Source: an optimization exercise on an open RTL-to-GDS flow (aim: small area, a short achievable clock period and few clock cycles). Production flows keep margins and buffers that such runs may drop. Where RTL was checked, it was by simulation tests only, not by an equivalence proof against the original. The RTL of runs 2 and 4 was laid out without a check of its function. No run shown here takes its clock network from TritonCTS; it comes from the design's own scripts or RTL. The clock port is modelled as an ideal driver, which makes a skipped or thinned clock tree look cheaper than it is; a real chip needs a root buffer or a tree. Power figures rest on the tool's default switching activity, not on a simulated workload.

==> flow/design.v <==
`timescale 1ns / 1ns
module bus_arb(clk, rst,
               start1, read_operation1, in_address1, in_data1,
               start2, read_operation2, in_address2, in_data2,
               out_data1, out_data2, finish1, finish2, cache_busy1, cache_busy2,
               mem_req, mem_we, mem_addr, mem_wdata, mem_ack, mem_rdata);
input clk, rst;
input start1, read_operation1, start2, read_operation2;
input [7:0] in_address1, in_address2, in_data1, in_data2;
output [7:0] out_data1, out_data2;
output reg finish1, finish2;
output reg cache_busy1, cache_busy2;
output reg mem_req;
output reg mem_we;
output reg [7:0] mem_addr, mem_wdata;
input mem_ack;
input [7:0] mem_rdata;
reg smp;             
reg idle;            
reg owner;           
reg [7:0] rdata;
wire start_owner = owner ? start2 : start1;
wire start_other = owner ? start1 : start2;
wire free = idle | (smp & mem_ack);
wire load = free & start_other;    
always @(posedge clk)
begin
	if(rst)
	begin
		mem_req <= 0;
		idle <= 1;
		smp <= 0;
		owner <= 0;
		finish1 <= 0;
		finish2 <= 0;
		cache_busy1 <= 1;
		cache_busy2 <= 1;
	end
	else
	begin
		finish1 <= smp & mem_ack & ~owner;
		finish2 <= smp & mem_ack & owner;
		cache_busy1 <= ~(load & owner);
		cache_busy2 <= ~(load & ~owner);
		if(~idle & ~smp)
			smp <= 1;
		else if(free)
		begin
			smp <= 0;
			mem_req <= start_other;
			idle <= ~start_other;
			if(start_other | start_owner)
				owner <= ~owner;
		end
	end
end
wire sel1 = free & owner;
wire sel2 = free & ~owner;
wire hold = ~free;
always @(posedge clk)
begin
	rdata <= mem_rdata;
	mem_we <= (sel1 & ~read_operation1) | (sel2 & ~read_operation2) | (hold & mem_we);
	mem_addr <= ({8{sel1}} & in_address1) | ({8{sel2}} & in_address2) | ({8{hold}} & mem_addr);
	mem_wdata <= ({8{sel1}} & in_data1) | ({8{sel2}} & in_data2) | ({8{hold}} & mem_wdata);
end
assign out_data1 = rdata;
assign out_data2 = rdata;
endmodule
`timescale 1ns / 1ns
module dual_cache(clk, rst,
                  start1, read_operation1, in_address1, in_data1, out_data1, finish1, cache_busy1,
                  start2, read_operation2, in_address2, in_data2, out_data2, finish2, cache_busy2,
                  mem_req, mem_we, mem_addr, mem_wdata, mem_ack, mem_rdata);
input clk, rst;
input start1, read_operation1, start2, read_operation2;
input [7:0] in_address1, in_address2;
input [7:0] in_data1, in_data2;
output [7:0] out_data1, out_data2;
output finish1, finish2;
output cache_busy1, cache_busy2;
output mem_req, mem_we;
output [7:0] mem_addr, mem_wdata;
input mem_ack;
input [7:0] mem_rdata;
bus_arb busmem1(.clk(clk), .rst(rst),
                .start1(start1), .read_operation1(read_operation1), .in_address1(in_address1), .in_data1(in_data1),
                .start2(start2), .read_operation2(read_operation2), .in_address2(in_address2), .in_data2(in_data2),
                .out_data1(out_data1), .out_data2(out_data2), .finish1(finish1), .finish2(finish2),
                .cache_busy1(cache_busy1), .cache_busy2(cache_busy2),
                .mem_req(mem_req), .mem_we(mem_we), .mem_addr(mem_addr), .mem_wdata(mem_wdata),
                .mem_ack(mem_ack), .mem_rdata(mem_rdata));
endmodule
==> flow/flow/run.sh <==
#!/bin/bash
# Standard layout with three changes:
#  - the port buffers are sky130_fd_sc_hd__buf_1 instead of the delay buffer
#    buffer_ports picks by default;
#  - after clock tree synthesis, flow/clock.tcl replaces the two-level clock
#    tree with two clock buffers, each driving half of the flip-flops;
#  - it then repairs setup timing with a margin, so that the resizer works on
#    the paths that set the achieved clock period.
set -euo pipefail
here=$(pwd)
export CLOCK_REPAIR_MARGIN=3.36
export CLOCK_ROOT_BUFS=2
export CLOCK_ROOT_BUF=sky130_fd_sc_hd__clkbuf_16
bash standard.sh 'BUFFER_PORTS_ARGS=-buffer_cell sky130_fd_sc_hd__buf_1' "POST_CTS_TCL=$here/flow/clock.tcl" finish > standard_make.log 2>&1
==> flow/flow/clock.tcl <==
# Replace the clock tree that clock_tree_synthesis built with a single clock
# buffer: clk -> one buffer -> every flip-flop clock pin. The design is small
# enough that one buffer drives all its flip-flops with low slew, and the
# clock then reaches every flip-flop through the same single buffer.
set clkbuf_master sky130_fd_sc_hd__clkbuf_16
if {[info exists ::env(CLOCK_ROOT_BUF)]} { set clkbuf_master $::env(CLOCK_ROOT_BUF) }
set block [ord::get_db_block]
set db [ord::get_db]
set clknet [[$block findBTerm clk] getNet]

# every flip-flop clock pin
set sinks {}
foreach pin [all_registers -clock_pins -edge_triggered] {
  lappend sinks [sta::sta_to_db_pin $pin]
}

# the clock tree cells: everything reached from clk through nets of buffers
# and inverters, that is not a flip-flop
set tree {}
set todo [list $clknet]
while {[llength $todo]} {
  set net [lindex $todo 0]
  set todo [lrange $todo 1 end]
  foreach it [$net getITerms] {
    if {![$it isInputSignal]} { continue }
    set inst [$it getInst]
    if {[lsearch -exact $sinks $it] >= 0} { continue }
    if {[lsearch -exact $tree $inst] >= 0} { continue }
    lappend tree $inst
    foreach o [$inst getITerms] {
      if {[$o isOutputSignal] && [$o getNet] ne "NULL"} { lappend todo [$o getNet] }
    }
  }
}

# CLOCK_ROOT_BUFS buffers (default 1), each driving an equal share of the
# flip-flops, split by position (left to right).
set nbuf 1
if {[info exists ::env(CLOCK_ROOT_BUFS)]} { set nbuf $::env(CLOCK_ROOT_BUFS) }
set keyed {}
foreach it $sinks {
  set bb [[$it getInst] getBBox]
  lappend keyed [list [expr {([$bb xMin] + [$bb xMax]) / 2}] [expr {([$bb yMin] + [$bb yMax]) / 2}] $it]
}
set keyed [lsort -integer -index 0 $keyed]
foreach inst $tree {
  puts "clock.tcl: removing [$inst getName] ([[$inst getMaster] getName])"
  set nets {}
  foreach o [$inst getITerms] {
    if {[$o isOutputSignal] && [$o getNet] ne "NULL"} { lappend nets [$o getNet] }
  }
  odb::dbInst_destroy $inst
  foreach n $nets { if {[llength [$n getITerms]] == 0 && [llength [$n getBTerms]] == 0} { odb::dbNet_destroy $n } }
}
set total [llength $keyed]
for {set b 0} {$b < $nbuf} {incr b} {
  set lo [expr {$b * $total / $nbuf}]
  set hi [expr {($b + 1) * $total / $nbuf - 1}]
  set group [lrange $keyed $lo $hi]
  set newnet [odb::dbNet_create $block clk_root_$b]
  $newnet setSigType CLOCK
  set sx 0; set sy 0
  foreach k $group {
    lassign $k x y it
    set sx [expr {$sx + $x}]; set sy [expr {$sy + $y}]
    $it disconnect
    $it connect $newnet
  }
  set inst [odb::dbInst_create $block [$db findMaster $clkbuf_master] clkbuf_root_$b]
  $inst setLocation [expr {$sx / [llength $group]}] [expr {$sy / [llength $group]}]
  $inst setPlacementStatus PLACED
  [$inst findITerm A] connect $clknet
  [$inst findITerm X] connect $newnet
  puts "clock.tcl: [llength $group] flip-flops on $clkbuf_master clkbuf_root_$b"
}
detailed_placement
estimate_parasitics -placement
report_clock_skew

# With the final clock tree in place, let the resizer work on the paths that
# set the achieved period, aiming for CLOCK_REPAIR_MARGIN ns of setup slack.
if {[info exists ::env(CLOCK_REPAIR_MARGIN)]} {
  repair_timing -setup -setup_margin $::env(CLOCK_REPAIR_MARGIN) -verbose
  detailed_placement
  estimate_parasitics -placement
}
report_worst_slack -max
report_design_area
==> flow/standard.sh <==
#!/bin/bash
# synth_recipe.tcl (not shown) runs the flow's synth.tcl, then flattens the netlist and writes it again
# the make line also repeats each setting of config.mk as NAME=value (left out here)
make -C /OpenROAD-flow-scripts/flow DESIGN_CONFIG=/design/flow/config.mk WORK_HOME=/design/flow/orfs CLKGATE_MAP_FILE= SYNTH_SCRIPT=/design/flow/synth_recipe.tcl "${@:-finish}"
==> flow/config.mk <==
export PLATFORM = sky130hd
export DESIGN_NAME = dual_cache
export DESIGN_NICKNAME = dual_cache
export VERILOG_FILES = /design/flow/design.v
export SDC_FILE = /design/flow/constraint.sdc
export NUM_CORES = 4
export LEC_CHECK = 0
export ABC_AREA = 1
export CAP_MARGIN = 20
export CORE_AREA = 2.3 2.3 57.7 57.7
export DIE_AREA = 0 0 60 60
export SLEW_MARGIN = 20
==> flow/constraint.sdc <==
create_clock -name core_clock -period 5.0 [get_ports {clk}]
set_input_delay 1.0000 -clock core_clock [delete_from_list [all_inputs] [get_ports {clk}]]
set_output_delay 1.0000 -clock core_clock [all_outputs]
set_load 0.01 [all_outputs]
==> metrics list, run 1 <==
* Boundary Pins: 85
* Number of standard cells after synthesis: between 100 and 150
* Global router's overall resource usage: 0.167
* Endpoint of the worst-slack reg-to-reg timing path: busmem1.mem_req
* Status: finished clean
- The total overflow left after global routing is 0.
* Insertion delay of the later-clocked pin in the worst-skew pair: 140 ps
- CTS clk-pin slew, worst paths: 70 ps
* Area of the core: 3000 sq um
* Library cell occupying the most area in the post-synthesis netlist: sky130_fd_sc_hd__dfxtp_1
- In the routed design, unresolved DRC markers number 0.
- Sum of internal, switching and leakage power: about 0.00059 W
- Part of the cycle the worst path needs: 0.327
- # port buffers: between 80 and 90
* Total standard cell area after synthesis: roughly 1200 sq um
- The library cell used most frequently in the layout, excluding fill and tap cells, is sky130_fd_sc_hd__buf_1.
- 1st-iter DRT viols: 33
- The initial utilization of the core area, before any placement, comes to 0.412.
- In this run the power density over the cells is a little under 400 nW/um^2.
* Synth cell types: 17
- Share of the synthesized area in the top cell type: 0.534
- Finished layout cell area: 1540 sq um
- Detailed placement ended at an HPWL of between 1500 and 2000 microns.
* Critical Path AT: around 1700 ps
- Avg Synthesized Cell Area: 8.64 sq um
* Hold Path Depth: 2
- The routed layout has 1233 vias.
- The routed design has 2880 microns of wire.
- The repair_antennas step left the layout with diodes totalling 0.
* Die Y: ~60 microns
* Portion of the post-synthesis area used by sequential elements: 0.534
- Num Clock Sinks: 33
- Detail Route Antenna Nets: 0
- After detailed routing, the number of vias per cell comes to around 5.0.
- Critical R2R Launch: busmem1.owner
- In the final layout, the share of cells above drive strength 1 is 0.0610.
* Endpoint required time on the critical path: 5030 ps
- Number of antenna violations at the first check in global routing: 0
- Total placed instance area: around 1500 sq um
* Path type of the worst setup path: in -> reg
- The final max-slew violation count was 0.
- Compared with the post-synthesis result, the final layout area differs by 24.9%.
* Cell count after placement: between 200 and 250
* Count of endpoints failing hold in the final timing report: 0
* Largest vdd supply drop: approximately 0.21 mV
- For the final database, setup skew stands at about 3.5 ps.
* Number of nets in the layout: between 200 and 300
- The worst path needs between 1500 and 2000 ps of the cycle, external delays included.
- Worst Hold End: busmem1.mem_addr[5]
* Tightest Hold Check Type: reg -> reg
- Drt pass-1 iters: 4
- Actual transition at the worst max-transition pin: 441 ps
- Number of nets produced by synthesis: between 150 and 200
- Max-cap violation count: 0
* Top library cells by usage in the layout, fill and taps aside: 79 x sky130_fd_sc_hd__buf_1, 51 x sky130_fd_sc_hd__nand3_1, 32 x sky130_fd_sc_hd__dfxtp_1
- Static power due to leakage: ~0.63 nW
- STA classifies the critical path startpoint as a primary input.
* Pin count of the biggest net entering global routing: 24
- Routed WL per cell: ~12 microns
- Non-filler instance count after layout: ~250
* Reg2reg setup slack: 3710 ps
- Width of the die: 60 microns
* Largest cells by area after synthesis: sky130_fd_sc_hd__dfxtp_1 53%, sky130_fd_sc_hd__nand3_1 21%, sky130_fd_sc_hd__nand2_1 7.0%
* Number of cell rows: 20
* Flip-flop and latch count after synthesis: 33
- Setup repair after global routing left no endpoint under its margin.
* Reg2reg path depth: 5
- Max-Slew Margin vs Limit: 0.706
* Synth Warn #: 1
- The first global-routing pass estimated about 4600 microns of wire.
* Crit path max fanout: 21
- Derived from the worst setup path, the maximum achievable clock frequency is around 610 MHz.
- Area enclosed by the die boundary: 3600 sq um
- Via count of the first global-routing pass: 1033
- Beginning of the worst hold path: busmem1.mem_addr[5]
- Routability-driven placement finished with a final weighted congestion of 0.613.
- Setup total negative slack: 0 ps
- STA classifies the critical path endpoint as a register.
- Setup violations remaining at the end of the flow were counted as 0.
worst max path at each step:
| stage | start | to | slack [ps] |
|---|---|---|---|
| finish | mem_ack | busmem1.mem_addr[2] | 3360 |
| global route | mem_ack | busmem1.mem_wdata[0] | 3290 |
| global placement | mem_ack | busmem1.mem_wdata[7] | 3050 |
| detailed placement | mem_ack | busmem1.mem_wdata[1] | 3020 |
| floorplan | mem_ack | busmem1.mem_we | 3430 |
logic make-up (layout without fill, tap and decap cells):
kind of cell | Yosys count | in the layout | synth area share
AOI/OAI and AO/OA | 3 | 3 | 0.0121
buffers and inverters | 23 | 92 | 0.127
DFF | 33 | 33 | 0.534
and+or+nand+nor | 84 | 85 | 0.327
cell type report:
| cell class | count | area (sq um) |
|---|---|---|
| repair buffers | 84 | 322 |
| multi-input cells | 88 | 439 |
| well taps | 33 | 41.3 |
| fillers | 316 | 1460 |
| flip-flops and latches | 33 | 662 |
| inverters | 6 | 30.0 |
| plain buffers | 2 | 50.0 |
synthesized netlist by cell type, drive strengths merged:
library cell   n
a21oi          2
buf           17
dfxtp         33
inv            6
nand2         25
nand3         51
nand3b         2
nand4          2
nor2           2
nor3           2
o21ai          1
worst max-delay path, cell delays in order:
cell,delay (ps)
sky130_fd_sc_hd__buf_1,80
sky130_fd_sc_hd__nand2_2,140
sky130_fd_sc_hd__nand2_8,200
sky130_fd_sc_hd__inv_8,80
sky130_fd_sc_hd__nand2_1,70
sky130_fd_sc_hd__nand3_1,70
routing by layer:
metal  wire length [microns]  GRT usage  up-vias  part of all wire
met5                       0          0        -                 0
met4                      26     0.0381        0            0.0090
met3                     226     0.0433        3             0.079
met2                    1480      0.297       51              0.52
met1                    1140      0.202      568              0.40
li1                        -          -      611                 -
state kept, by name, summed over array words and instances, names as in the netlist:
| register | count |
|---|---|
| busmem1.idle | 1 |
| busmem1.rdata | 8 |
| busmem1.finish1 | 1 |
| busmem1.mem_we | 1 |
| busmem1.owner | 1 |
| busmem1.mem_wdata | 8 |
| busmem1.cache_busy2 | 1 |
| busmem1.cache_busy1 | 1 |
| busmem1.finish2 | 1 |
| busmem1.mem_addr | 8 |
| busmem1.smp | 1 |
| busmem1.mem_req | 1 |
report_power, final:
part | leakage, nW | switching (W) | internal, W
logic | 0.331 | 0.0000809 | 0.0000496
registers | 0.277 | 0.0000248 | 0.000301
clock network | 0.0246 | 0.0000649 | 0.0000720
total | 0.632 | 0.000171 | 0.000422
per-stage QoR:
stage	hold slack, ps	worst slack, ps	util
6_report	468	3360	0.514
5_1_grt	492	3290	0.514
3_5_place_dp	454	3020	0.487
3_3_place_gp	456	3050	0.487
2_1_floorplan	472	3430	-
Testbench counts, summed over its fixed seeds: cycles 14,280.
==> run 2, diff against run 1 <==
--- a/flow/design.v
+++ b/flow/design.v
@@ -17,3 +17,2 @@
 input [7:0] mem_rdata;
-reg smp;             
 reg idle;            
@@ -23,2 +22,3 @@
 wire start_other = owner ? start1 : start2;
+wire smp = ~idle & cache_busy1 & cache_busy2;
 wire free = idle | (smp & mem_ack);
@@ -31,3 +31,2 @@
 		idle <= 1;
-		smp <= 0;
 		owner <= 0;
@@ -44,7 +43,4 @@
 		cache_busy2 <= ~(load & ~owner);
-		if(~idle & ~smp)
-			smp <= 1;
-		else if(free)
+		if(free)
 		begin
-			smp <= 0;
 			mem_req <= start_other;
--- a/flow/flow/run.sh
+++ b/flow/flow/run.sh
@@ -10,5 +10,5 @@
 here=$(pwd)
-export CLOCK_REPAIR_MARGIN=3.36
+export CLOCK_REPAIR_MARGIN=3.33
 export CLOCK_ROOT_BUFS=2
-export CLOCK_ROOT_BUF=sky130_fd_sc_hd__clkbuf_16
+export CLOCK_ROOT_BUF=sky130_fd_sc_hd__clkbuf_8
 bash standard.sh 'BUFFER_PORTS_ARGS=-buffer_cell sky130_fd_sc_hd__buf_1' "POST_CTS_TCL=$here/flow/clock.tcl" finish > standard_make.log 2>&1
==> metrics list, run 2 <==
- In this run the tightest slew margin relative to its limit is 0.556.
- Across every metal layer, demand over resource in global routing totals 0.193.
- Counting both buffers and inverters, the worst setup path holds a total of 2.
* Number of synthesized flops with an enable pin: 0
- Across the routed clock network, the largest skew measured is 5.47 ps.
- Traced cell by cell, the critical path runs through clkbuf_2, nand2_4, o21bai_4, buf_4, nand3_1, nand3_1.
- Detail Route Antenna Nets: 0
* Hold Path Depth: 2
- Type of destination of the critical path: register
* Antenna diode count: 0
- Final Wtd Congestion: 0.721
- # port buffers: 84
- The commonest cells after synthesis are 67 x sky130_fd_sc_hd__nand3_1, 32 x sky130_fd_sc_hd__dfxtp_1, 9 x sky130_fd_sc_hd__buf_4.
- Critical Path AT: 1800 ps
* Slowest cell on the critical path: sky130_fd_sc_hd__o21bai_4
- 1st-iter DRT viols: between 40 and 50
* Area enclosed by the die boundary: 3600 sq um
- Via count of the first global-routing pass: about 1100
- The first TritonRoute pass finished after 4 iterations.
- Shortest period the worst path allows: about 1700 ps
* Number of standard cells after synthesis: between 100 and 150
- Total standard cell area after synthesis: ~1300 sq um
* Critical R2R Launch: busmem1.owner
* Relative area change from synthesis to final layout: 29.2%
- For this configuration, the core starts out at a cell density of 0.419.
- Number of nets in the layout: roughly 270
* Share of the synthesized area in the top cell type: 0.509
- Routed WL per cell: 13.8 microns
- Largest stage delay, worst path: 190 ps
- Each instance of the synthesized netlist takes up on average 8.99 sq um.
* Number of logic stages on the critical path including buffering: 6
- Part of the cycle the worst path needs: 0.340
- The library cell used most frequently in the layout, excluding fill and tap cells, is sky130_fd_sc_hd__buf_1.
* Drc violations: 0
* Launching element type of the critical path: primary input
- CP delay by family, top: buffers and inverters
- Synthesis inferred 32 register bits.
- Across all layers, the routed design uses about 1300 vias.
- Setup repair after global routing left no endpoint under its margin.
- In this design, the critical path's most frequently occurring cell is sky130_fd_sc_hd__nand3_1.
- Share of final-layout standard cells stronger than drive strength 1: 0.126
* Boundary Pins: between 80 and 90
- The largest registers in the layout are busmem1.mem_addr (8), busmem1.mem_wdata (8), busmem1.rdata (8).
- The first global-routing pass estimated about 5200 microns of wire.
* Remaining global-route overflow: 0
- Die Y: 60 microns
- CTS clk-pin slew, worst paths: 90 ps
- Crit path max fanout: 4
- Number of antenna violations at the first check in global routing: 0
- Library cell occupying the most area in the post-synthesis netlist: sky130_fd_sc_hd__dfxtp_1
* Path type of the worst setup path: in -> reg
* Num Clock Sinks: 32
* Count of pins over their slew limit: 0
* Insertion delay of the later-clocked pin in the worst-skew pair: 150 ps
* Area of the core: around 3000 sq um
- Setup total negative slack: 0 ps
* Worst setup path start: mem_ack
* Fin util: 0.542
- Post-synthesis async set-or-reset flop share: 0
- The netlist uses 19 different library cells.
* Top library cells by usage in the layout, fill and taps aside: 77 x sky130_fd_sc_hd__buf_1, 67 x sky130_fd_sc_hd__nand3_1, 29 x sky130_fd_sc_hd__dfxtp_1
- Synth Warn #: 1
* Count of endpoints failing hold in the final timing report: 0
- For the worst flop-to-flop path, the logic depth is 5.
* Final setup viols: 0
- The layout has approximately 300 filler cells.
* Actual transition at the worst max-transition pin: 665 ps
* Tightest Hold Check Type: reg -> reg
- Hpwl dp: roughly 2200 microns
- Areal power density over the cells: 343 nW/um^2
* Endpoint of the worst-slack reg-to-reg timing path: busmem1.mem_req
- Static power due to leakage: about 0.64 nW
* Reg2reg setup slack: approximately 3500 ps
* Via/cell ratio: 5.21
* Number of cell rows: 20
- Max Clk Rate: ~590 MHz
- Largest cells by area after synthesis: sky130_fd_sc_hd__dfxtp_1 51%, sky130_fd_sc_hd__nand3_1 27%, sky130_fd_sc_hd__buf_4 5.4%
* Max-cap violation count: 0
- Width of the die: 60 microns
- Dominant cell by count in the synthesized netlist: sky130_fd_sc_hd__nand3_1
- Final wirelength: between 3000 and 4000 microns
- Status: finished clean
- Portion of the post-synthesis area used by sequential elements: 0.509
- Number of nets produced by synthesis: ~190
* Critical Path Sink: busmem1.mem_wdata[7]
* Dominant synthesized flop cell: sky130_fd_sc_hd__dfxtp_1
- The worst-case IR drop observed on VDD is between 0.15 and 0.2 mV.
* Pin count of the biggest net entering global routing: 24
- Endpoint required time on the critical path: between 5000 and 6000 ps
run 2: changes by cell type after synthesis, sizes merged:
cell and change:
o21ai -1, dfxtp -1, inv -2, nand2 -20, nand3 +17, or2 +1
nand4 +1, buf +1, o21bai +1, nor2 +1, a21oi -1
run 2: metrics by stage:
stage / area, sq um / instances / total power, W / setup WS [ps] / hold WS, ps
final: 1630 / 247 / 0.000558 / 3300 / 507
after global placement: 1490 / 239 / 0.000444 / 2760 / 468
after detailed placement: 1490 / 239 / 0.000448 / 2670 / 484
after global routing: 1630 / 247 / 0.000591 / 3230 / 530
after floorplan: 1260 / 140 / 0.000405 / 3390 / 508
run 2: layer usage:
| layer | share of wire | track usage | up-vias |
|---|---|---|---|
| met3 | 0.084 | 0.0541 | 3 |
| met1 | 0.42 | 0.228 | 588 |
| li1 | - | - | 637 |
| met2 | 0.49 | 0.351 | 60 |
| met4 | 0.0056 | 0.0286 | 0 |
| met5 | 0 | 0 | - |
run 2: worst min path at each step:
stage,start,endpoint,slack (ps)
2_1_floorplan,busmem1.mem_req,busmem1.mem_req,510
3_3_place_gp,busmem1.mem_req,busmem1.mem_req,470
3_5_place_dp,busmem1.mem_addr[5],busmem1.mem_addr[5],480
5_1_grt,busmem1.mem_wdata[7],busmem1.mem_wdata[7],530
6_report,busmem1.mem_wdata[4],busmem1.mem_wdata[4],510
run 2: cell type report:
| cell class | instances | area, sq um | area share |
|---|---|---|---|
| plain buffers | 2 | 27.5 | 0.0169 |
| inverters | 4 | 15.0 | 0.00923 |
| multi-input cells | 89 | 534 | 0.328 |
| flip-flops and latches | 32 | 649 | 0.399 |
| well taps | 33 | 41.3 | 0.0254 |
| repair buffers | 87 | 359 | 0.221 |
run 2: cell families (layout without fill, tap and decap cells):
group / count (synthesis) / after routing / share of synthesized area
buffers and inverters: 22 / 93 / 0.115
AOI/OAI and AO/OA: 2 / 5 / 0.0219
DFF: 32 / 32 / 0.509
and+or+nand+nor: 84 / 84 / 0.354
run 2: power by group:
group	switching (W)	total [W]	internal (W)
Sequential	0.0000253	0.000315	0.000290
Clock	0.0000620	0.0000990	0.0000371
Combinational	0.0000846	0.000143	0.0000586
Total	0.000172	0.000558	0.000386
run 2: worst reg2reg max path, cell delays in order (launching register included):
cell                      delay (ps)
sky130_fd_sc_hd__dfxtp_2         630
sky130_fd_sc_hd__inv_1           440
sky130_fd_sc_hd__nand2_1         180
sky130_fd_sc_hd__nand3_2          90
sky130_fd_sc_hd__nand2_2          60
sky130_fd_sc_hd__nor2_1           40
==> run 3, diff against run 2 <==
--- a/flow/design.v
+++ b/flow/design.v
@@ -17,3 +17,3 @@
 input [7:0] mem_rdata;
-reg idle;            
+reg smp;             
 reg owner;           
@@ -22,4 +22,3 @@
 wire start_other = owner ? start1 : start2;
-wire smp = ~idle & cache_busy1 & cache_busy2;
-wire free = idle | (smp & mem_ack);
+wire free = ~mem_req | (smp & mem_ack);
 wire load = free & start_other;    
@@ -30,3 +29,3 @@
 		mem_req <= 0;
-		idle <= 1;
+		smp <= 0;
 		owner <= 0;
@@ -43,6 +42,8 @@
 		cache_busy2 <= ~(load & ~owner);
-		if(free)
+		if(mem_req & ~smp)
+			smp <= 1;
+		else if(free)
 		begin
+			smp <= 0;
 			mem_req <= start_other;
-			idle <= ~start_other;
 			if(start_other | start_owner)
@@ -52,5 +53,2 @@
 end
-wire sel1 = free & owner;
-wire sel2 = free & ~owner;
-wire hold = ~free;
 always @(posedge clk)
@@ -58,5 +56,8 @@
 	rdata <= mem_rdata;
-	mem_we <= (sel1 & ~read_operation1) | (sel2 & ~read_operation2) | (hold & mem_we);
-	mem_addr <= ({8{sel1}} & in_address1) | ({8{sel2}} & in_address2) | ({8{hold}} & mem_addr);
-	mem_wdata <= ({8{sel1}} & in_data1) | ({8{sel2}} & in_data2) | ({8{hold}} & mem_wdata);
+	if(free)
+	begin
+		mem_we <= owner ? ~read_operation1 : ~read_operation2;
+		mem_addr <= owner ? in_address1 : in_address2;
+		mem_wdata <= owner ? in_data1 : in_data2;
+	end
 end
--- a/flow/config.mk
+++ b/flow/config.mk
@@ -7,3 +7,2 @@
 export LEC_CHECK = 0
-export ABC_AREA = 1
 export CAP_MARGIN = 20
==> metrics list, run 3 <==
* Crit path max fanout: 3
- Insertion delay of the later-clocked pin in the worst-skew pair: ~150 ps
* Part of the cycle the worst path needs: 0.339
- Most common cell after layout, fill and taps aside: sky130_fd_sc_hd__buf_1
- In this run the cell area of the synthesized design comes to around 1200 sq um.
* Slowest cell on the critical path: sky130_fd_sc_hd__dfxtp_1
* Part of the power in the clock network: 0.191
- The congestion estimate from routability-driven global placement came to 0.633.
* Flip-flop and latch count after synthesis: 32
* Number of fill cells in the layout: around 290
- Status: finished clean
- Synthesis handed over a netlist of 73 instances.
* Actual transition at the worst max-transition pin: 910 ps
- Path type of the worst setup path: reg -> out
- Detail Route Antenna Nets: 0
- Setup total negative slack: 0 ps
* Via count: between 800 and 900
- Effective utilization at floorplan: 0.388
* Share of final-layout standard cells stronger than drive strength 1: 0.167
- The number of antenna violations at the first check in global routing was 0.
* Via count of the first global-routing pass: a little over 800
- Derived from the worst setup path, the maximum achievable clock frequency is 591 MHz.
- After detailed placement, the design holds a cell count of 180.
- For this design the static power due to leakage is between 0.5 and 0.6 nW.
* Non-filler instance count after layout: roughly 180
* Net switching power: 0.000122 W
- CTS clk-pin slew, worst paths: about 100 ps
- In this run the mean area of a mapped cell was 16.0 sq um.
* Proportion of power drawn by combinational gates: 0.172
- Measured against its own limit, the worst slew margin works out to 0.392.
- After layout, the design draws a total of between 0.0005 and 0.0006 W.
- Areal power density over the cells: approximately 340 nW/um^2
* Largest stage delay, worst path: about 380 ps
- During I/O placement, the number of pins put on the boundary was 85.
- Most frequent cells after synthesis: 17 x sky130_fd_sc_hd__edfxtp_1, 16 x sky130_fd_sc_hd__mux2_2, 15 x sky130_fd_sc_hd__dfxtp_1
* Final setup viols: 0
- Synth Warn #: 1
- Compared with the post-synthesis result, the final layout area differs by 28.0%.
- Between clock sinks in the finished design, the worst skew comes to 4.01 ps.
- In the synthesized netlist the dominant register cell turns out to be sky130_fd_sc_hd__edfxtp_1.
- Proportion of total power due to net switching: 0.237
* Number of nets produced by synthesis: between 100 and 150
- Count of pins over their slew limit: 0
* Number of buffers and inverters on the critical path: 1
- Counting flops with a built-in enable in the synthesized netlist gives 17.
- At the end of the flow, the number of nets in the layout was slightly above 200.
* Top library cells by usage in the layout, fill and taps aside: 80 x sky130_fd_sc_hd__buf_1, 17 x sky130_fd_sc_hd__edfxtp_1, 16 x sky130_fd_sc_hd__mux2_2
* Chain of cells forming the critical path: buf_1
* Synth cell types: 15
- STA puts the critical path data required time at around 4000 ps.
* Share of the synthesized area in the top cell type: 0.438
- Dividing the detail-routed wire length by the instance count gives approximately 12 microns.
* Max-cap violation count: 0
* Drt pass-1 iters: 2
* Area of the core: approximately 3000 sq um
* Library cell occupying the most area in the post-synthesis netlist: sky130_fd_sc_hd__edfxtp_1
* Width of the die: ~60 microns
- # port buffers: 84
* Drc violations: 0
- In this run, the number of DRC markers left after iteration 0 of detailed routing was 9.
- Critical Path AT: approximately 700 ps
- For this run, asynchronously set or reset flops after synthesis account for 0.
- After floorplanning, the core was divided into 20 placement rows.
* Global router's overall resource usage: 0.128
* Dominant cell by count in the synthesized netlist: sky130_fd_sc_hd__edfxtp_1
* Portion of the post-synthesis area used by sequential elements: 0.695
* Antenna diode count: 0
- Largest cells by area after synthesis: sky130_fd_sc_hd__edfxtp_1 44%, sky130_fd_sc_hd__dfxtp_1 26%, sky130_fd_sc_hd__mux2_2 15%
- Type of destination of the critical path: primary output
- Global-route wire length before repair: ~3400 microns
- Pin count of the biggest net entering global routing: 23
- Num Clock Sinks: 32
- Summed over all layers, the global routing overflow is 0.
- Launching element type of the critical path: register
- The HPWL after detailed placement is 1640 microns.
- The clock period could shrink to about 1700 ps.
* Tightest Hold Check Type: reg -> reg
- Setup repair after global routing left no endpoint under its margin.
- The worst hold path begins at busmem1.smp.
* Critical R2R Launch: busmem1.owner
* Largest vdd supply drop: about 0.25 mV
* Final wirelength: about 2200 microns
* Count of endpoints failing hold in the final timing report: 0
- Area enclosed by the die boundary: 3600 sq um
- Using the TritonRoute via totals, the vias-per-cell ratio works out to 4.69.
* CP delay by family, top: flip-flops
- Relative contribution of sequential cells to total power: 0.636
- Power Internal: 0.000392 W
* Die Y: 60 microns
- Worst setup path start: busmem1.mem_req
* Largest registers: busmem1.mem_addr (8), busmem1.mem_wdata (8), busmem1.rdata (8)
## run 3: cell types whose count changed after synthesis, sizes merged, moves of 2 or more
cell / change
nand3b: -2
nor3: -2
dfxtp: -17
mux2: +16
nand3: -67
inv: -4
nand2: -4
nand4: -3
buf: -8
edfxtp: +17
mux2i: +3
## run 3: area by class of cell
class	instances	area [sq um]	share of cell area
flip-flops and latches	32	811	0.543
multi-input cells	32	293	0.196
repair buffers	84	320	0.215
well taps	33	41.3	0.0277
plain buffers	2	27.5	0.0184
## run 3: path summary, 6_finish.rpt
check / depth (start not counted) / slack, ps / endpoint
max reg2reg: 1 / 3400 / busmem1.mem_wdata[5]
min reg2reg: 2 / 510 / busmem1.finish1
max: 1 / 3310 / mem_req
min: 2 / 510 / busmem1.finish1
## run 3: per-stage QoR
step	area (sq um)	hold WS (ps)	util	setup WS, ps
3_3_place_gp	1440	454	0.481	2970
3_5_place_dp	1440	457	0.481	2890
6_report	1490	510	0.497	3310
5_1_grt	1490	556	0.497	3270
2_1_floorplan	1170	437	-	3210
## run 3: tightest hold or removal path, cell delays in order, from the launching register on
cell,delay (ps)
sky130_fd_sc_hd__dfxtp_1,350
sky130_fd_sc_hd__nand2_1,80
sky130_fd_sc_hd__nor2_1,50
## run 3: layer usage
layer | track usage | share of wire | vias to the layer above
met1 | 0.131 | 0.37 | 398
met2 | 0.256 | 0.54 | 51
met4 | 0.00952 | 0 | 0
met3 | 0.0411 | 0.092 | 0
met5 | 0 | 0 | -
li1 | - | - | 410
## run 3: cells by family (layout without fill, tap and decap cells)
family	Yosys count	in the layout	synth area share
buffers and inverters	10	86	0.0676
multiplexers	19	19	0.180
AND/OR/NAND/NOR	9	9	0.0397
flip-flops	32	32	0.695
AO/OA/AOI/OAI	3	4	0.0172
## run 3: power by group through the flow
stage | registers, W | logic [W] | clock network, W
global route | 0.000331 | 0.0000982 | 0.000111
floorplan | 0.000339 | 0.0000483 | 0
detailed placement | 0.000333 | 0.0000864 | 0
finish | 0.000327 | 0.0000887 | 0.0000983
global placement | 0.000333 | 0.0000847 | 0
Testbench counts of run 3, summed over its fixed seeds: cycles 14,280.
==> run 4, diff against run 3 <==
--- a/flow/design.v
+++ b/flow/design.v
@@ -14,3 +14,4 @@
 output reg mem_we;
-output reg [7:0] mem_addr, mem_wdata;
+output reg [7:0] mem_addr;
+output [7:0] mem_wdata;
 input mem_ack;
@@ -18,8 +19,11 @@
 reg smp;             
+reg idle;            
 reg owner;           
-reg [7:0] rdata;
+reg [7:0] data;      
 wire start_owner = owner ? start2 : start1;
 wire start_other = owner ? start1 : start2;
-wire free = ~mem_req | (smp & mem_ack);
-wire load = free & start_other;    
+wire free = idle | (smp & mem_ack);
+wire read_ack = smp & mem_ack & ~mem_we;
+wire start_ok = start_other & ~(read_ack & (owner ? ~read_operation1 : ~read_operation2));
+wire load = free & start_ok;    
 always @(posedge clk)
@@ -29,2 +33,3 @@
 		mem_req <= 0;
+		idle <= 1;
 		smp <= 0;
@@ -42,3 +47,3 @@
 		cache_busy2 <= ~(load & ~owner);
-		if(mem_req & ~smp)
+		if(~idle & ~smp)
 			smp <= 1;
@@ -47,4 +52,5 @@
 			smp <= 0;
-			mem_req <= start_other;
-			if(start_other | start_owner)
+			mem_req <= start_ok;
+			idle <= ~start_ok;
+			if(start_ok | start_owner)
 				owner <= ~owner;
@@ -55,3 +61,2 @@
 begin
-	rdata <= mem_rdata;
 	if(free)
@@ -60,7 +65,11 @@
 		mem_addr <= owner ? in_address1 : in_address2;
-		mem_wdata <= owner ? in_data1 : in_data2;
 	end
+	if(read_ack)
+		data <= mem_rdata;
+	else if(free)
+		data <= owner ? in_data1 : in_data2;
 end
-assign out_data1 = rdata;
-assign out_data2 = rdata;
+assign mem_wdata = data;
+assign out_data1 = data;
+assign out_data2 = data;
 endmodule
==> metrics list, run 4 <==
- Dominant synthesized flop cell: sky130_fd_sc_hd__edfxtp_1
- Area enclosed by the die boundary: ~3600 sq um
* Number of standard cells after synthesis: 102
- Effective utilization at floorplan: 0.407
- Yosys attributes the largest share of cell area to sky130_fd_sc_hd__edfxtp_1 42%, sky130_fd_sc_hd__dfxtp_1 13%, sky130_fd_sc_hd__buf_4 9.8%.
* Crit path max fanout: 8
- Number of nets in the layout: between 200 and 250
- Setup total negative slack: 0 ps
- Synth cell types: 23
- Areal power density over the cells: slightly above 300 nW/um^2
* Part of the cycle the worst path needs: 0.349
* Most frequent cells after synthesis: 17 x sky130_fd_sc_hd__edfxtp_1, 16 x sky130_fd_sc_hd__buf_4, 11 x sky130_fd_sc_hd__nand2_1
- Number of synthesized flops with an enable pin: 17
- Entering global routing, the biggest net connects 24 pins.
- Averaged over all synthesized cells, the footprint is 12.0 sq um.
- Top library cells by usage in the layout, fill and taps aside: 80 x sky130_fd_sc_hd__buf_1, 17 x sky130_fd_sc_hd__edfxtp_1, 9 x sky130_fd_sc_hd__mux2i_1, 9 x sky130_fd_sc_hd__o21ai_1, 8 x sky130_fd_sc_hd__mux2_2
* Antenna diode count: 0
* Number of cell rows: 20
- Setup violations remaining at the end of the flow were counted as 0.
- Largest vdd supply drop: 0.134 mV
* Via/cell ratio: ~4.8
- Most common cell after layout, fill and taps aside: sky130_fd_sc_hd__buf_1
- Synth Warn #: 1
* Max Clock Skew: approximately 8.3 ps
- The count of nets left with antenna violations once routing finished came out at 0.
- For this run, the total global-route usage over all layers was measured as 0.138.
- Largest stage delay, worst path: 250 ps
- Reg2reg setup slack: roughly 3400 ps
* Global-route wire length before repair: between 3000 and 4000 microns
- Clock-pin slew was measured on the worst setup and hold paths at ~80 ps.
- Max Clk Rate: 572 MHz
- Summing all placed instances gives a cell area of 1430 sq um.
* Width of the die: roughly 60 microns
* Path type of the worst setup path: in -> reg
- Count of pins over their slew limit: 0
* Endpoint required time on the critical path: 4890 ps
* Slowest cell on the critical path: sky130_fd_sc_hd__and3b_2
* Static power due to leakage: around 0.53 nW
- Drc violations: 0
* Hpwl dp: just under 2000 microns
- Max-Slew Margin vs Limit: 0.613
- The later pin in the worst-skew pair is clocked with a latency of between 100 and 150 ps.
- Via count: slightly below 1000
- Type of destination of the critical path: register
- Boundary Pins: between 80 and 90
- The signal on the critical path passes through buf_8, and3b_2, buf_6, nand2_1, o21ai_1.
- Summing all non-filler instances in the final layout gives an area of 1520 sq um.
- Number of fill cells in the layout: 298
- The final layout contains routed wiring with a total length of about 2500 microns.
- The via count of the first global-routing pass is 853.
- CP delay by family, top: simple AND/OR/NAND/NOR gates
- 1st-iter DRT viols: 25
* Library cell occupying the most area in the post-synthesis netlist: sky130_fd_sc_hd__edfxtp_1
- Tightest Hold Check Type: reg -> reg
- The number of antenna violations at the first check in global routing was 0.
- Counting I/O delays and the setup requirement, the final critical path takes approximately 1700 ps.
- Of the post-synthesis cell area, the dominant cell type holds 0.418.
* Max-cap violation count: 0
- Dominant cell by count in the synthesized netlist: sky130_fd_sc_hd__edfxtp_1
- In the final layout, the registers with the most flip-flops are busmem1.data (8), busmem1.mem_addr (8).
* Drt pass-1 iters: 4
- Remaining global-route overflow: 0
- Number of nets produced by synthesis: roughly 150
- The congestion estimate from routability-driven global placement came to 0.695.
- Post-synthesis async set-or-reset flop share: 0
- In this run, synthesis produced a sequential element count of 25.
* Total standard cell area after synthesis: around 1200 sq um
- Num Clock Sinks: 25
* Launching element type of the critical path: primary input
- The run finished with no timing, DRC or antenna violations.
- RSZ-0062 raised after global routing: false
- For the pin with the worst max-slew slack, the measured transition is 581 ps.
* # port buffers: between 80 and 90
- Count of endpoints failing hold in the final timing report: 0
* Routed WL per cell: about 12 microns
- Portion of the post-synthesis area used by sequential elements: 0.549
- Die Y: ~60 microns
- Relative area change from synthesis to final layout: 24.6%
- Number of buffers and inverters on the critical path: 2
* Area of the core: 3000 sq um
- Data on the critical path arrives at its endpoint at 1640 ps.
- In the final layout, the share of cells above drive strength 1 is 0.160.
## run 4: cells by family after synthesis
group           share of synthesized area
simple gates                       0.0665
buf+inv                             0.133
mux                                 0.166
flops                               0.549
compound gates                     0.0860
## run 4: power by group
| group | internal [W] | switching [W] |
|---|---|---|
| combinational | 0.0000502 | 0.0000632 |
| sequential | 0.000252 | 0.0000197 |
| clock | 0.0000367 | 0.0000485 |
| total | 0.000339 | 0.000131 |
## run 4: final cells by class
cell class              count  area, sq um  share of cell area
repair buffers             86          353               0.232
flip-flops and latches     25          672               0.441
plain buffers               2         27.5              0.0181
well taps                  33         41.3              0.0271
inverters                   3         13.8             0.00904
multi-input cells          53          415               0.273
## run 4: metal layers
metal,GRT usage,up-vias,part of all wire
li1,-,478,-
met1,0.145,441,0.37
met2,0.264,46,0.54
met3,0.0455,3,0.084
met4,0.0286,0,0.0056
met5,0,-,0
## run 4: stage by stage
| stage | hold slack, ps | total power, W | setup slack (ps) | cells | util |
|---|---|---|---|---|---|
| after floorplan | 447 | 0.000362 | 3100 | 102 | - |
| after global routing | 497 | 0.000497 | 3230 | 202 | 0.507 |
| after detailed placement | 456 | 0.000384 | 2740 | 198 | 0.475 |
| final | 462 | 0.000470 | 3250 | 202 | 0.507 |
| after global placement | 454 | 0.000381 | 2820 | 198 | 0.475 |
## run 4: tightest hold or removal path, stage by stage (launching register included)
cell and delay [ps]:
sky130_fd_sc_hd__dfxtp_1 320, sky130_fd_sc_hd__nand2_1 50, sky130_fd_sc_hd__a21oi_1 50
## run 4: path summary, 6_finish.rpt
| check | start | end | depth (start not counted) |
|---|---|---|---|
| worst max register to register | busmem1.owner | busmem1.owner | 4 |
| worst max-delay path | mem_ack | busmem1.data[1] | 5 |
| worst min register to register | busmem1.mem_req | busmem1.mem_req | 2 |
| worst min-delay path | busmem1.mem_req | busmem1.mem_req | 2 |
==> run 5, diff against run 4 <==
==> flow/design.v (replaced) <==
`timescale 1ns / 1ns
module cache_ctrl(clk, rst, start, read_operation, address, busy, hit,
                  own_ack, other_write_ack, mem_we, mem_addr, mem_wdata, mem_rdata, read_data);
input clk, rst;
input start, read_operation;
input [7:0] address;
input busy;                      
output hit;
input own_ack;                   
input other_write_ack;           
input mem_we;
input [7:0] mem_addr, mem_wdata, mem_rdata;
output reg [7:0] read_data;
reg [7:0] tag;
reg valid;
assign hit = start & busy & read_operation & valid & (address == tag);
always @(posedge clk)
begin
	if(rst)
		valid <= 0;
	else if(own_ack)
		valid <= 1;
	else if(other_write_ack)
		valid <= 0;
end
always @(posedge clk)
begin
	if(own_ack)
	begin
		tag <= mem_addr;
		read_data <= mem_we ? mem_wdata : mem_rdata;
	end
end
endmodule
`timescale 1ns / 1ns
module bus_arb(clk, rst,
               start1, read_operation1, in_address1, in_data1, hit1,
               start2, read_operation2, in_address2, in_data2, hit2,
               finish1, finish2, cache_busy1, cache_busy2, ack1, ack2,
               mem_req, mem_we, mem_addr, mem_wdata, mem_ack);
input clk, rst;
input start1, read_operation1, start2, read_operation2;
input [7:0] in_address1, in_address2, in_data1, in_data2;
input hit1, hit2;
output reg finish1, finish2;
output reg cache_busy1, cache_busy2;
output ack1, ack2;
output reg mem_req;
output reg mem_we;
output reg [7:0] mem_addr, mem_wdata;
input mem_ack;
reg smp;             
reg owner;           
wire start_other = owner ? start1 : start2;
wire busy_other  = owner ? cache_busy1 : cache_busy2;
wire hit_other   = owner ? hit1 : hit2;
wire free = ~mem_req | (smp & mem_ack);
wire load = free & start_other & busy_other & ~hit_other;    
assign ack1 = smp & mem_ack & ~owner;
assign ack2 = smp & mem_ack & owner;
always @(posedge clk)
begin
	if(rst)
	begin
		mem_req <= 0;
		smp <= 0;
		owner <= 0;
		finish1 <= 0;
		finish2 <= 0;
		cache_busy1 <= 1;
		cache_busy2 <= 1;
	end
	else
	begin
		finish1 <= ack1 | hit1;
		finish2 <= ack2 | hit2;
		cache_busy1 <= ~((load & owner) | hit1);
		cache_busy2 <= ~((load & ~owner) | hit2);
		if(mem_req & ~smp)
			smp <= 1;
		else if(free)
		begin
			smp <= 0;
			mem_req <= load;
			if(start1 | start2)
				owner <= ~owner;
		end
	end
end
always @(posedge clk)
begin
	if(free)
	begin
		mem_we <= owner ? ~read_operation1 : ~read_operation2;
		mem_addr <= owner ? in_address1 : in_address2;
		mem_wdata <= owner ? in_data1 : in_data2;
	end
end
endmodule
`timescale 1ns / 1ns
module dual_cache(clk, rst,
                  start1, read_operation1, in_address1, in_data1, out_data1, finish1, cache_busy1,
                  start2, read_operation2, in_address2, in_data2, out_data2, finish2, cache_busy2,
                  mem_req, mem_we, mem_addr, mem_wdata, mem_ack, mem_rdata);
input clk, rst;
input start1, read_operation1, start2, read_operation2;
input [7:0] in_address1, in_address2;
input [7:0] in_data1, in_data2;
output [7:0] out_data1, out_data2;
output finish1, finish2;
output cache_busy1, cache_busy2;
output mem_req, mem_we;
output [7:0] mem_addr, mem_wdata;
input mem_ack;
input [7:0] mem_rdata;
wire hit1, hit2, ack1, ack2;
bus_arb busmem1(.clk(clk), .rst(rst),
                .start1(start1), .read_operation1(read_operation1), .in_address1(in_address1), .in_data1(in_data1), .hit1(hit1),
                .start2(start2), .read_operation2(read_operation2), .in_address2(in_address2), .in_data2(in_data2), .hit2(hit2),
                .finish1(finish1), .finish2(finish2), .cache_busy1(cache_busy1), .cache_busy2(cache_busy2),
                .ack1(ack1), .ack2(ack2),
                .mem_req(mem_req), .mem_we(mem_we), .mem_addr(mem_addr), .mem_wdata(mem_wdata), .mem_ack(mem_ack));
cache_ctrl cc1(.clk(clk), .rst(rst), .start(start1), .read_operation(read_operation1), .address(in_address1),
               .busy(cache_busy1), .hit(hit1), .own_ack(ack1), .other_write_ack(ack2 & mem_we),
               .mem_we(mem_we), .mem_addr(mem_addr), .mem_wdata(mem_wdata), .mem_rdata(mem_rdata), .read_data(out_data1));
cache_ctrl cc2(.clk(clk), .rst(rst), .start(start2), .read_operation(read_operation2), .address(in_address2),
               .busy(cache_busy2), .hit(hit2), .own_ack(ack2), .other_write_ack(ack1 & mem_we),
               .mem_we(mem_we), .mem_addr(mem_addr), .mem_wdata(mem_wdata), .mem_rdata(mem_rdata), .read_data(out_data2));
endmodule
--- a/flow/flow/run.sh
+++ b/flow/flow/run.sh
@@ -5,3 +5,3 @@
 #  - after clock tree synthesis, flow/clock.tcl replaces the two-level clock
-#    tree with two clock buffers, each driving half of the flip-flops;
+#    tree with four clock buffers, each driving a quarter of the flip-flops;
 #  - it then repairs setup timing with a margin, so that the resizer works on
@@ -11,3 +11,3 @@
 export CLOCK_REPAIR_MARGIN=3.33
-export CLOCK_ROOT_BUFS=2
+export CLOCK_ROOT_BUFS=4
 export CLOCK_ROOT_BUF=sky130_fd_sc_hd__clkbuf_8
--- a/flow/config.mk
+++ b/flow/config.mk
@@ -7,5 +7,6 @@
 export LEC_CHECK = 0
+export ABC_CLOCK_PERIOD_IN_PS = 1500
 export CAP_MARGIN = 20
-export CORE_AREA = 2.3 2.3 57.7 57.7
-export DIE_AREA = 0 0 60 60
+export CORE_AREA = 2.3 2.3 72.7 72.7
+export DIE_AREA = 0 0 75 75
 export SLEW_MARGIN = 20
==> metrics list, run 5 <==
- The run finished with no timing, DRC or antenna violations.
- Area enclosed by the die boundary: roughly 5600 sq um
- For this run the aggregate overflow at the end of global routing stands at 0.
- Max-cap violation count: 0
- Dividing the synthesized area by the synthesized cell count gives ~17 sq um.
- Library cell occupying the most area in the post-synthesis netlist: sky130_fd_sc_hd__edfxtp_1
* Path type of the worst setup path: in -> reg
* Via/cell ratio: 4.88
- In the final layout, the share of cells above drive strength 1 is 0.358.
* Final setup viols: 0
* Final worst slack: around 2900 ps
- For met2 alone, demand over resource in global routing was 0.310.
* Number of antenna violations at the first check in global routing: 0
* RSZ-0062 raised after global routing: false
* Critical Path AT: 2080 ps
- The routed design could run at a clock period as short as ~2100 ps.
- Number of standard cells after synthesis: around 140
- Entering global routing, the biggest net connects 24 pins.
- Including well taps, the total number of placed cells is ~290.
* Final wirelength: between 4000 and 5000 microns
- Post-synthesis async set-or-reset flop share: 0
- For this configuration, the core starts out at a cell density of 0.475.
- Most frequent cells after synthesis: 49 x sky130_fd_sc_hd__edfxtp_1, 24 x sky130_fd_sc_hd__mux2_2, 14 x sky130_fd_sc_hd__xnor2_1
* Reg2reg setup slack: ~3400 ps
* Dominant synthesized flop cell: sky130_fd_sc_hd__edfxtp_1
- Proportion of power drawn by combinational gates: 0.216
- Summing all placed instances gives a cell area of 2670 sq um.
- In this run, distinct cell masters in the synthesized netlist total 18.
- Drt pass-1 iters: 4
- The number of nets handed over by synthesis was about 180.
* Count of endpoints failing hold in the final timing report: 0
- Number of buffers and inverters on the critical path: 1
- Counting flops and latches in the post-synthesis netlist gives 58.
- Boundary Pins: 85
- Of the total power, the share spent switching nets is 0.240.
- The first global-routing pass estimated between 7000 and 8000 microns of wire.
- The analysis attributes to cell leakage a power of about 1.1 nW.
* Crit path max fanout: 3
- In this run the cell area of the synthesized design comes to around 2300 sq um.
- Max Clk Rate: a little under 500 MHz
- Met1 Usage GRT: 0.232
* Relative contribution of sequential cells to total power: 0.603
- The final max-slew violation count was 0.
- In this run the horizontal extent of the chip is approximately 75 microns.
* # port buffers: between 80 and 90
- The detailed router finished its first iteration with between 40 and 50 violations.
- Area of the core: approximately 4800 sq um
- The worst setup path is launched from a primary input.
- Dividing the detail-routed wire length by the instance count gives around 16 microns.
* Synth Warn #: 2
- Setup total negative slack: 0 ps
- With fillers left out, the area of the finished cells amounts to 3070 sq um.
- Number of fill cells in the layout: about 400
* Number of nets in the layout: 298
* Areal power density over the cells: 333 nW/um^2
- Tightest Hold Check Type: reg -> reg
- Across the VDD grid, the largest voltage drop is around 0.22 mV.
- Net switching power: about 0.00025 W
- Top library cells by usage in the layout, fill and taps aside: 60 x sky130_fd_sc_hd__buf_1, 49 x sky130_fd_sc_hd__edfxtp_1, 24 x sky130_fd_sc_hd__mux2_2
- The detail route stage leaves a number of antenna-violating nets equal to 0.
* Final Wtd Congestion: 0.766
* Via count: around 1500
* Slowest cell on the critical path: sky130_fd_sc_hd__or4_4
* Sum of internal, switching and leakage power: 0.00102 W
- Actual transition at the worst max-transition pin: roughly 390 ps
- Cell type with the highest occurrence count on the critical path: sky130_fd_sc_hd__nand4_1
* Worst setup timing slack at the placement stage: 2390 ps
- Part of the power in the clock network: 0.181
- The most common cell in the synthesized netlist is sky130_fd_sc_hd__edfxtp_1.
* CTS clk-pin slew, worst paths: 90 ps
* Max Clock Skew: approximately 8.3 ps
- Number of synthesized flops with an enable pin: 49
- Portion of the post-synthesis area used by sequential elements: 0.726
- Ranked by total cell area, the synthesized netlist is headed by sky130_fd_sc_hd__edfxtp_1 65%, sky130_fd_sc_hd__mux2_2 12%, sky130_fd_sc_hd__dfxtp_1 7.9%.
- The layer flagged by global routing as most heavily used is met2.
- Max-Slew Margin vs Limit: 0.742
- Part of the cycle the worst path needs: 0.411
- The signal on the critical path passes through buf_8, xnor2_2, nand4_1, or4_4, nand4_1, a31oi_1.
- The kind of cell with the highest combined delay along the critical path is simple AND/OR/NAND/NOR gates.
- Insertion delay of the later-clocked pin in the worst-skew pair: ~150 ps
- The worst setup path is captured at a register.
- Drc violations: 0
- Once layout is complete, the cells apart from fillers number 307.
- Num Clock Sinks: a little under 60
- Endpoint required time on the critical path: roughly 5000 ps
- Antenna diode count: 0
* Via count of the first global-routing pass: about 1500
- The internal portion of the total power is just under 0.0008 W.
- Number of cell rows: 25
- From synthesis to final layout, the design area changed by 34.9%.
- Hpwl dp: 3290 microns
- Global router's overall resource usage: 0.176
- The library cell used most frequently in the layout, excluding fill and tap cells, is sky130_fd_sc_hd__buf_1.
- Largest stage delay, worst path: around 550 ps
- Die Y: about 75 microns
* Met3 GRT Util: 0.0361
* Share of the synthesized area in the top cell type: 0.647
==> run 5: layout make-up <==
cell class / instances / area (sq um) / share of cell area
plain buffers: 4 / 55.1 / 0.0180
repair buffers: 102 / 558 / 0.182
inverters: 2 / 11.3 / 0.00367
flip-flops and latches: 58 / 1650 / 0.539
well taps: 67 / 83.8 / 0.0273
multi-input cells: 74 / 706 / 0.230
==> run 5: stage by stage <==
| stage | hold WS [ps] | util |
|---|---|---|
| finish | 484 | 0.641 |
| global route | 524 | 0.641 |
| detailed placement | 465 | 0.558 |
| global placement | 464 | 0.558 |
| floorplan | 457 | - |
==> run 5: worst paths after layout <==
kind                           to  cells past startpoint                 from
hold reg to reg        cc1.tag[5]                      0  busmem1.mem_addr[5]
hold / removal         cc1.tag[5]                      0  busmem1.mem_addr[5]
setup / recovery  busmem1.mem_req                      6       in_address1[7]
setup reg to reg  busmem1.mem_req                      5           cc1.tag[5]
==> run 5: metal layers <==
layer  vias up  wire, microns
met5         -              0
met4         0             16
met3         2            247
met2        50           2580
met1       728           2000
li1        717              -
==> run 5: worst register-to-register path, stage by stage, from the launching register on <==
cell	delay, ps
sky130_fd_sc_hd__edfxtp_1	420
sky130_fd_sc_hd__xnor2_2	170
sky130_fd_sc_hd__nand4_1	120
sky130_fd_sc_hd__or4_4	550
sky130_fd_sc_hd__nand4_1	110
sky130_fd_sc_hd__a31oi_1	80
==> run 5: power groups by stage <==
stage	clock network (W)	registers (W)	logic, W
after floorplan	0	0.000640	0.0000896
after global placement	0	0.000629	0.000163
after detailed placement	0	0.000631	0.000167
after global routing	0.000206	0.000622	0.000239
final	0.000185	0.000616	0.000221
==> run 5: cells by family (layout without fill, tap and decap cells) <==
kind of cell | count (synthesis) | in the layout | share of synthesized area
compound gates | 8 | 8 | 0.0204
xor+xnor | 17 | 17 | 0.0655
buf+inv | 6 | 108 | 0.0110
flops | 58 | 58 | 0.726
mux | 25 | 25 | 0.123
simple gates | 23 | 24 | 0.0534
Testbench counts of run 5, summed over its fixed seeds: cycles 14,041.
==> run 6, diff against run 5 <==
--- a/flow/config.mk
+++ b/flow/config.mk
@@ -7,3 +7,2 @@
 export LEC_CHECK = 0
-export ABC_CLOCK_PERIOD_IN_PS = 1500
 export CAP_MARGIN = 20
==> metrics list, run 6 <==
- In the routed layout, each cell is associated on average with a via count of approximately 5.
- The tightest min-delay check is of the reg -> reg type.
* Top library cells by usage in the layout, fill and taps aside: 60 x sky130_fd_sc_hd__buf_1, 49 x sky130_fd_sc_hd__edfxtp_1, 24 x sky130_fd_sc_hd__mux2_2
- Endpoint required time on the critical path: roughly 5000 ps
* Part of the cycle the worst path needs: 0.411
* Routed WL per cell: about 16 microns
* Critical Path AT: approximately 2100 ps
- The largest single stage delay on the critical path is roughly 550 ps.
* Library cell occupying the most area in the post-synthesis netlist: sky130_fd_sc_hd__edfxtp_1
* # port buffers: 84
- Hold timing on the final database bottoms out at a slack of about 480 ps.
- The routed layout has between 1000 and 1500 vias.
* Drt pass-1 iters: 4
* Relative contribution of sequential cells to total power: 0.603
- Max-Slew Margin vs Limit: 0.742
- From left edge to right edge, the die measures 75 microns.
- Count of endpoints failing hold in the final timing report: 0
- The library cell used most frequently in the layout, excluding fill and tap cells, is sky130_fd_sc_hd__buf_1.
- Static power due to leakage: around 1.1 nW
* Detail Route Antenna Nets: 0
- DR top layer: met4
- Part of the power in the clock network: 0.181
- After clock tree synthesis, the clock-pin slew on the worst setup and hold paths is 90 ps.
- Setup repair after global routing left no endpoint under its margin.
- Power Internal: between 0.0007 and 0.0008 W
* Number of fill cells in the layout: 390
- Max Clock Skew: approximately 8.3 ps
* Effective utilization at floorplan: 0.475
* Pin count of the biggest net entering global routing: 24
- The via count of the first global-routing pass is 1533.
- Synth Warn #: 2
* Synth cell types: 18
- The worst setup path is launched from a primary input.
* Relative area change from synthesis to final layout: 34.9%
- sky130_fd_sc_hd__edfxtp_1 is the most common cell in the netlist.
* Largest cells by area after synthesis: sky130_fd_sc_hd__edfxtp_1 65%, sky130_fd_sc_hd__mux2_2 12%, sky130_fd_sc_hd__dfxtp_1 7.9%
- Setup violations remaining at the end of the flow were counted as 0.
- Static timing analysis puts the maximum clock frequency at a little under 500 MHz.
* 1st-iter DRT viols: between 40 and 50
* Detail Route met3 WL: ~250 microns
- Number of buffers and inverters on the critical path: 1
- The synthesized netlist occupies a cell area of 2270 sq um.
- Flip-flop and latch count after synthesis: 58
- Share of final-layout standard cells stronger than drive strength 1: 0.358
- After the flow finishes, the layout carries non-filler instances totaling ~310.
- The floorplan has 25 rows.
- Net switching power: 0.000246 W
- Cell type with the highest occurrence count on the critical path: sky130_fd_sc_hd__nand4_1
* Number of nets produced by synthesis: between 150 and 200
* Setup total negative slack: 0 ps
- Of the total power, the share spent switching nets is 0.240.
- Portion of the post-synthesis area used by sequential elements: 0.726
- The first global-routing pass estimated roughly 7200 microns of wire.
* Post-synthesis async set-or-reset flop share: 0
- Summed over all layers, the routed wires come to 4840 microns.
- Count of pins over their slew limit: 0
* Remaining global-route overflow: 0
- Counting flops with a built-in enable in the synthesized netlist gives 49.
* Chain of cells forming the critical path: buf_8, xnor2_2, nand4_1, or4_4, nand4_1, a31oi_1
- Cell count after placement: 286
- Finished layout cell area: just over 3000 sq um
- In the routed design, unresolved DRC markers number 0.
* Shortest period the worst path allows: approximately 2100 ps
- Amount of wire on met2 after detailed routing: roughly 2600 microns
* Insertion delay of the later-clocked pin in the worst-skew pair: roughly 150 ps
* Avg Synthesized Cell Area: between 15 and 20 sq um
* Area enclosed by the die boundary: 5630 sq um
- Most frequent cells after synthesis: 49 x sky130_fd_sc_hd__edfxtp_1, 24 x sky130_fd_sc_hd__mux2_2, 14 x sky130_fd_sc_hd__xnor2_1
* Crit path max fanout: 3
- Broken down by cell family, the worst path's largest delay share belongs to simple AND/OR/NAND/NOR gates.
- Areal power density over the cells: between 300 and 400 nW/um^2
- Path type of the worst setup path: in -> reg
- Number of nets in the layout: 298
- Actual transition at the worst max-transition pin: approximately 390 ps
- For this design the top-level I/O count stands at 85.
* Number of antenna violations at the first check in global routing: 0
- The tree built by TritonCTS fans out to 58 sinks.
* Die Y: approximately 75 microns
- Final Wtd Congestion: 0.766
* Type of destination of the critical path: register
- Of the post-synthesis cell area, the dominant cell type holds 0.647.
- Total placed instance area: 2670 sq um
- Max-cap violation count: 0
- Fin util: 0.641
- Detailed-route wire length on metal 1: about 2000 microns
* Proportion of power drawn by combinational gates: 0.216
- Slowest cell on the critical path: sky130_fd_sc_hd__or4_4
- Area of the core: approximately 4800 sq um
- Footprint of the flip-flops and latches: roughly 1700 sq um
* Dominant synthesized flop cell: sky130_fd_sc_hd__edfxtp_1
- In the global route stage, overall resource usage came out at 0.176.
- Synthesis produced 137 cells.
- Largest vdd supply drop: 0.216 mV
- The HPWL after detailed placement is about 3300 microns.
- The repair_antennas step left the layout with diodes totalling 0.
* Multi-input gate area in the final layout: slightly above 700 sq um
- Status: finished clean
==> run 6: cell counts after synthesis <==
No cell type changed its count.
==> run 6: power groups by stage <==
stage | sequential (W) | combinational [W] | clock [W]
final | 0.000616 | 0.000221 | 0.000185
after global routing | 0.000622 | 0.000239 | 0.000206
after detailed placement | 0.000631 | 0.000167 | 0
after global placement | 0.000629 | 0.000163 | 0
after floorplan | 0.000640 | 0.0000896 | 0
==> run 6: final cells by class <==
class                      count  area share
timing repair buffer         102       0.182
inverter                       2     0.00367
tap                           67      0.0273
multi-input combinational     74       0.230
sequential                    58       0.539
buffer                         4      0.0180
==> run 6: worst paths after layout <==
path / from / to / slack [ps] / cells past startpoint
max: in_address1[7] / busmem1.mem_req / 2950 / 6
min reg2reg: busmem1.mem_addr[5] / cc1.tag[5] / 480 / 0
max reg2reg: cc1.tag[5] / busmem1.mem_req / 3440 / 5
min: busmem1.mem_addr[5] / cc1.tag[5] / 480 / 0
==> run 6: through the flow <==
step	total power, W	worst slack [ps]
floorplan	0.000729	2790
finish	0.00102	2950
global route	0.00107	2880
global placement	0.000792	2510
detailed placement	0.000798	2390
==> run 6: metal layers <==
metal,track usage,vias up
li1,-,717
met1,0.232,728
met2,0.310,50
met3,0.0361,2
met4,0.0238,0
met5,0,-
==> run 6: cells by family after synthesis <==
kind of cell	count (synthesis)	synth area share
xor gates and xnor gates	17	0.0655
AOI/OAI and AO/OA	8	0.0204
muxes	25	0.123
buffers and inverters	6	0.0110
DFF	58	0.726
and+or+nand+nor	23	0.0534

[afterwards: timing with drivers on the ports]
Ports are ideal in the flow. The routed layouts listed here were re-timed in OpenROAD.
Step 1, drivers: a clkbuf_16 drives clk and a buf_2 each remaining input, both assumed.
Step 2 also shifts input and output timing later by t, the mid clock arrival at the registers, as if the neighbouring blocks saw the same clock.
a / b / c = ideal ports / drivers / drivers and shift; a / b = the first two.
| run | shift t [ns] | setup slack, ns | latest minus earliest clock arrival (ns) | pins driven straight from the clock port |
|---|---|---|---|---|
| run 1 | 0.178 | 3.364 / 3.323 / 3.199 | 0.004 / 0.004 | 2 |
| run 2 | 0.183 | 3.300 / 3.302 / 3.124 | 0.006 / 0.006 | 2 |
| run 3 | 0.182 | 3.307 / 3.277 / 3.167 | 0.005 / 0.005 | 2 |
| run 4 | 0.170 | 3.253 / 3.237 / 3.067 | 0.008 / 0.008 | 2 |
| run 5 | 0.193 | 2.947 / 2.956 / 2.763 | 0.008 / 0.008 | 4 |
| run 6 | 0.193 | 2.947 / 2.956 / 2.763 | 0.008 / 0.008 | 4 |
After both steps every run listed still meets setup and hold. For run 4, which loses most, drivers alone change the setup slack by -0.016 ns; drivers and shift together by -0.186 ns.
